This is an optimization exercise on Yosys and OpenROAD, whose aim is small area and a short achievable clock period, not a production implementation. Function was checked by simulation only, so behaviour that the tests miss may differ from the original. Power is estimated from default activity; no workload was simulated.

north:
## B_regFile
module B_regFile(Clk, SrcRegA, SrcRegB, DestReg, WriteData, WE, DataA, DataB);
   input Clk;
   input [4:0] SrcRegA, SrcRegB;
   input [4:0] DestReg;
   input [31:0] WriteData;
   input WE;
   output [31:0] DataA, DataB;
   reg [31:0] REG_FILE [0:31];
   always @(posedge Clk)
      if (WE) REG_FILE[DestReg] <= WriteData;
   wire [31:0] selA = 32'd1 << SrcRegA;
   wire [31:0] selB = 32'd1 << SrcRegB;
   wire hitA = WE & (SrcRegA == DestReg);
   wire hitB = WE & (SrcRegB == DestReg);
   genvar k, b;
   generate
      for (b = 0; b < 32; b = b + 1) begin : g_bit
         wire [31:0] col;
         for (k = 0; k < 32; k = k + 1) begin : g_col
            wire [31:0] word = REG_FILE[k];
            assign col[k] = word[b];
         end
         B_rdbit ua (.sel(selA), .d(col), .hit(hitA), .hitn(~hitA), .wd(WriteData[b]), .y(DataA[b]));
         B_rdbit ub (.sel(selB), .d(col), .hit(hitB), .hitn(~hitB), .wd(WriteData[b]), .y(DataB[b]));
      end
   endgenerate
endmodule
Size: ~2200 cells after synthesis, ~1000 flip-flops, ~110 I/O pins, roughly 40000 um2 of cells after synthesis.
export LEC_CHECK = 0
export CAP_MARGIN = 20
export CORE_MARGIN = 2
export CORE_UTILIZATION = 40
export CTS_BUF_LIST = sky130_fd_sc_hd__clkbuf_8 sky130_fd_sc_hd__clkbuf_16
export SETUP_SLACK_MARGIN = 4.2
export SLEW_MARGIN = 20
export SYNTH_HIERARCHICAL = 1
create_clock -name core_clock -period 11.0 [get_ports {Clk}]
standard.sh (not shown) runs the stock make flow with config.mk's settings and CLKGATE_MAP_FILE= SYNTH_SCRIPT=/design/flow/synth_recipe.tcl, a recipe that flattens the netlist after the stock synthesis.
==> flow/flow/run.sh <==
#!/bin/bash
# Own layout flow: the standard ORFS flow (standard.sh, unchanged
# synthesis, floorplan, power grid and routing) with three changes:
#  - ports are buffered with buf_2 rather than the resizer's default pick
#  - CTS inserts no dummy loads
#  - CTS uses clkbuf_8/clkbuf_16 and clusters up to 24 flip-flops per leaf buffer
set -euo pipefail
cd "$(dirname "$0")/.."
export BUFFER_PORTS_ARGS="-buffer_cell sky130_fd_sc_hd__buf_2"
export CTS_ARGS="-sink_clustering_enable -repair_clock_nets -dont_use_dummy_load -buf_list {sky130_fd_sc_hd__clkbuf_8 sky130_fd_sc_hd__clkbuf_16} -sink_clustering_size 24 -sink_clustering_max_diameter 60"
bash standard.sh finish > flow_make.log 2>&1
north went all the way through synthesis, placement and routing and the layout is clean on timing, DRC and antenna.
Input changes introduced in south (baseline for comparison: north):
Settings: changing CTS_BUF_LIST from sky130_fd_sc_hd__clkbuf_8 sky130_fd_sc_hd__clkbuf_16 to sky130_fd_sc_hd__clkbuf_4 sky130_fd_sc_hd__clkbuf_8; changing SETUP_SLACK_MARGIN from 4.2 to 5.
--- a/flow/flow/run.sh
+++ b/flow/flow/run.sh
@@ -6 +6 @@
-#  - CTS uses clkbuf_8/clkbuf_16 and clusters up to 24 flip-flops per leaf buffer
+#  - CTS uses the buffers from CTS_BUF_LIST in config.mk
@@ -10 +10 @@
-export CTS_ARGS="-sink_clustering_enable -repair_clock_nets -dont_use_dummy_load -buf_list {sky130_fd_sc_hd__clkbuf_8 sky130_fd_sc_hd__clkbuf_16} -sink_clustering_size 24 -sink_clustering_max_diameter 60"
+export CTS_ARGS="-sink_clustering_enable -repair_clock_nets -dont_use_dummy_load -buf_list {sky130_fd_sc_hd__clkbuf_4 sky130_fd_sc_hd__clkbuf_8}"
==> run summary <==
Higher count of plain and timing-repair buffers was reported by south, not north.
Of south and north, it is south that has the lower worst-case hold slack.
Looking only at post-route worst setup slack, and setting everything else aside, the higher value of south and north goes to south.
Iteration-0 DRC count of the detailed router, south vs north: up by a little under 10%
Detailed route, south vs north: via total higher for south
Met3 routed wirelength (higher): south
Xor-xnor portion of the synthesized cell area: north vs south identical
Setup changes, south to east
Settings: CELL_PAD_IN_SITES_DETAIL_PLACEMENT: unset -> 1; SETUP_SLACK_MARGIN: 5 -> 4.2; CTS_BUF_LIST: sky130_fd_sc_hd__clkbuf_4 sky130_fd_sc_hd__clkbuf_8 -> sky130_fd_sc_hd__clkbuf_8 sky130_fd_sc_hd__clkbuf_16.
--- a/flow/flow/run.sh
+++ b/flow/flow/run.sh
@@ -6 +6 @@
-#  - CTS uses the buffers from CTS_BUF_LIST in config.mk
+#  - CTS uses clkbuf_8/clkbuf_16 and clusters up to 28 flip-flops per leaf buffer
@@ -10 +10 @@
-export CTS_ARGS="-sink_clustering_enable -repair_clock_nets -dont_use_dummy_load -buf_list {sky130_fd_sc_hd__clkbuf_4 sky130_fd_sc_hd__clkbuf_8}"
+export CTS_ARGS="-sink_clustering_enable -repair_clock_nets -dont_use_dummy_load -buf_list {sky130_fd_sc_hd__clkbuf_8 sky130_fd_sc_hd__clkbuf_16} -sink_clustering_size 28 -sink_clustering_max_diameter 60"
Findings:
Diff east and south: via count higher in south. Re reported leakage power: south was higher than east. Re share of post-route cells with drive strength above 1: east and south aren't equal, and the lower value belongs to east. Compared to south, east has clock buffer instance count of the final layout 104 lower. Diff south -> east | non-clock buffer instance count of the final layout | decrease of about 50%. Between east and south, the detailed-placement wirelength estimate is lower for east. Diff south -> east: final hold violation count now sits at about the same level, count of routing violations after the opening detailed-route iteration now sits lower. Overall routed net length: east vs south down 18000 um. Comparing east and south, the higher final worst setup slack was measured on south. The estimated power of east ends up lower than the estimate for south.
Inputs modified between east and west:
Settings: swapping sky130_fd_sc_hd__clkbuf_8 sky130_fd_sc_hd__clkbuf_16 for sky130_fd_sc_hd__clkbuf_4 sky130_fd_sc_hd__clkbuf_8 in CTS_BUF_LIST; swapping 4.2 for 4.45 in SETUP_SLACK_MARGIN.
--- a/flow/flow/run.sh
+++ b/flow/flow/run.sh
@@ -6 +6 @@
-#  - CTS uses clkbuf_8/clkbuf_16 and clusters up to 28 flip-flops per leaf buffer
+#  - CTS uses the buffers from CTS_BUF_LIST in config.mk
@@ -10 +10 @@
-export CTS_ARGS="-sink_clustering_enable -repair_clock_nets -dont_use_dummy_load -buf_list {sky130_fd_sc_hd__clkbuf_8 sky130_fd_sc_hd__clkbuf_16} -sink_clustering_size 28 -sink_clustering_max_diameter 60"
+export CTS_ARGS="-sink_clustering_enable -repair_clock_nets -dont_use_dummy_load -buf_list {sky130_fd_sc_hd__clkbuf_4 sky130_fd_sc_hd__clkbuf_8}"
--- outcome ---
- First-pass GRT wire length was higher in the run labelled west.
- Summary of west over east: number of enable-type register cells in the synthesized netlist closely matched the old numbers; met2 capacity usage during global routing rose by 4.1 points; smallest hold slack shows a reduction of 0.16 ns; routed wire length went up by about 20%.
- On worst path setup slack after routing: between west and east, it ends up higher for west.
The inputs of middle differ from those of west as listed below.
Settings: swapping 4.45 for 3.8 in SETUP_SLACK_MARGIN; swapping sky130_fd_sc_hd__clkbuf_4 sky130_fd_sc_hd__clkbuf_8 for sky130_fd_sc_hd__clkbuf_8 sky130_fd_sc_hd__clkbuf_16 in CTS_BUF_LIST.
--- a/flow/flow/run.sh
+++ b/flow/flow/run.sh
@@ -6 +6 @@
-#  - CTS uses the buffers from CTS_BUF_LIST in config.mk
+#  - CTS uses clkbuf_8/clkbuf_16 and clusters up to 24 flip-flops per leaf buffer
@@ -10 +10 @@
-export CTS_ARGS="-sink_clustering_enable -repair_clock_nets -dont_use_dummy_load -buf_list {sky130_fd_sc_hd__clkbuf_4 sky130_fd_sc_hd__clkbuf_8}"
+export CTS_ARGS="-sink_clustering_enable -repair_clock_nets -dont_use_dummy_load -buf_list {sky130_fd_sc_hd__clkbuf_8 sky130_fd_sc_hd__clkbuf_16} -sink_clustering_size 24 -sink_clustering_max_diameter 60"
### Flow results
middle ended with less number of setup buffers added after CTS than west.
Per the comparison of middle with west, worst hold slack saw an increase; biggest cell delay along the critical path saw an increase; first-pass GRT wire length saw a decrease; cell count after placement saw little to no change; share of the clock period used by the worst path saw an increase.
SrcRegA[2] as the worst setup path startpoint was reported by west, and SrcRegB[3] by middle.
middle ended with less maximum frequency than west.


B_regFile again, from the RTL that the note above started with.
clock: 11.0 ns
lec_check: 0
cap_margin: 20
core_margin: 2
core_utilization: 40
cts_buf_list: sky130_fd_sc_hd__clkbuf_4 sky130_fd_sc_hd__clkbuf_8
setup_slack_margin: 5
slew_margin: 20
synth_hierarchical: 1
run.sh (not shown) runs the stock make flow with config.mk's settings and CLKGATE_MAP_FILE= SYNTH_SCRIPT=/design/flow/synth_recipe.tcl, a recipe that flattens the netlist after the stock synthesis.
Stock flow here: none of the scripts above is used.
Next try:
==> flow/flow/run.sh (new file) <==
#!/bin/bash
# Own layout flow: the standard ORFS flow (standard.sh, unchanged
# synthesis, floorplan, power grid and routing) with three changes:
#  - ports are buffered with buf_2 rather than the resizer's default pick
#  - CTS inserts no dummy loads
#  - CTS uses clkbuf_8/clkbuf_16 and clusters up to 24 flip-flops per leaf buffer
set -euo pipefail
cd "$(dirname "$0")/.."
export BUFFER_PORTS_ARGS="-buffer_cell sky130_fd_sc_hd__buf_2"
export CTS_ARGS="-sink_clustering_enable -repair_clock_nets -dont_use_dummy_load -buf_list {sky130_fd_sc_hd__clkbuf_8 sky130_fd_sc_hd__clkbuf_16} -sink_clustering_size 24 -sink_clustering_max_diameter 60"
bash standard.sh finish > flow_make.log 2>&1
==> flow/standard.sh (new file) <==
#!/bin/bash
# synth_recipe.tcl (not shown) runs the flow's synth.tcl, then flattens the netlist and writes it again
# the make line also repeats each setting of config.mk as NAME=value (left out here)
make -C /OpenROAD-flow-scripts/flow DESIGN_CONFIG=/design/flow/config.mk WORK_HOME=/design/flow/orfs CLKGATE_MAP_FILE= SYNTH_SCRIPT=/design/flow/synth_recipe.tcl "${@:-finish}"
- CELL_PAD_IN_SITES_DETAIL_PLACEMENT: default -> 1
- CTS_BUF_LIST: sky130_fd_sc_hd__clkbuf_4 sky130_fd_sc_hd__clkbuf_8 -> sky130_fd_sc_hd__clkbuf_8 sky130_fd_sc_hd__clkbuf_16
- SETUP_SLACK_MARGIN: 5 -> 4.45
removed: flow/run.sh
The new run completed with no timing, DRC or antenna violations. Via count came out lower by a few percent. Wire length is about the same. Power came out lower by roughly a tenth.
Next try:
- SETUP_SLACK_MARGIN: 4.45 -> 4.2
After rerunning: The changed run ran to the end with no violations; final area decreases by 5.2%; routed wire length decreases by 13%; non-clock buffer count decreases by 109.

## static timing again, ports no longer ideal
The results above use ideal ports. As a check the final layouts listed here were re-extracted and re-timed, cells and wires unchanged.
Step 1: set_driving_cell puts a clkbuf_16 on Clk and a buf_2 on each other input, an assumption about the parent block.
Step 2, shift: input delay + t, output delay - t, t = (earliest + latest rising clock arrival at the registers) / 2. This alone moves slack from input paths to output paths.
Three values: ideal ports, drivers, drivers and shift; two values: the first two.
run	t, ns	setup WS [ns]	worst slew at a driven data input, ns
north	0.708	4.157 / 4.128 / 4.128	0.16
south	0.885	4.247 / 4.038 / 4.038	0.30
east	0.738	4.160 / 4.095 / 4.095	0.18
west	0.917	4.252 / 4.113 / 4.113	0.20
middle	0.730	3.847 / 3.729 / 3.729	0.16
the first run of note 2	0.910	4.251 / 4.000 / 4.000	0.31
the second run of note 2	0.758	4.284 / 4.149 / 4.149	0.19
the third run of note 2	0.729	4.111 / 4.078 / 4.078	0.17
After both steps every run listed still meets setup and hold. The setup slack of the first run of note 2, which loses most, moves by -0.251 ns with the drivers and by -0.251 ns with both steps.
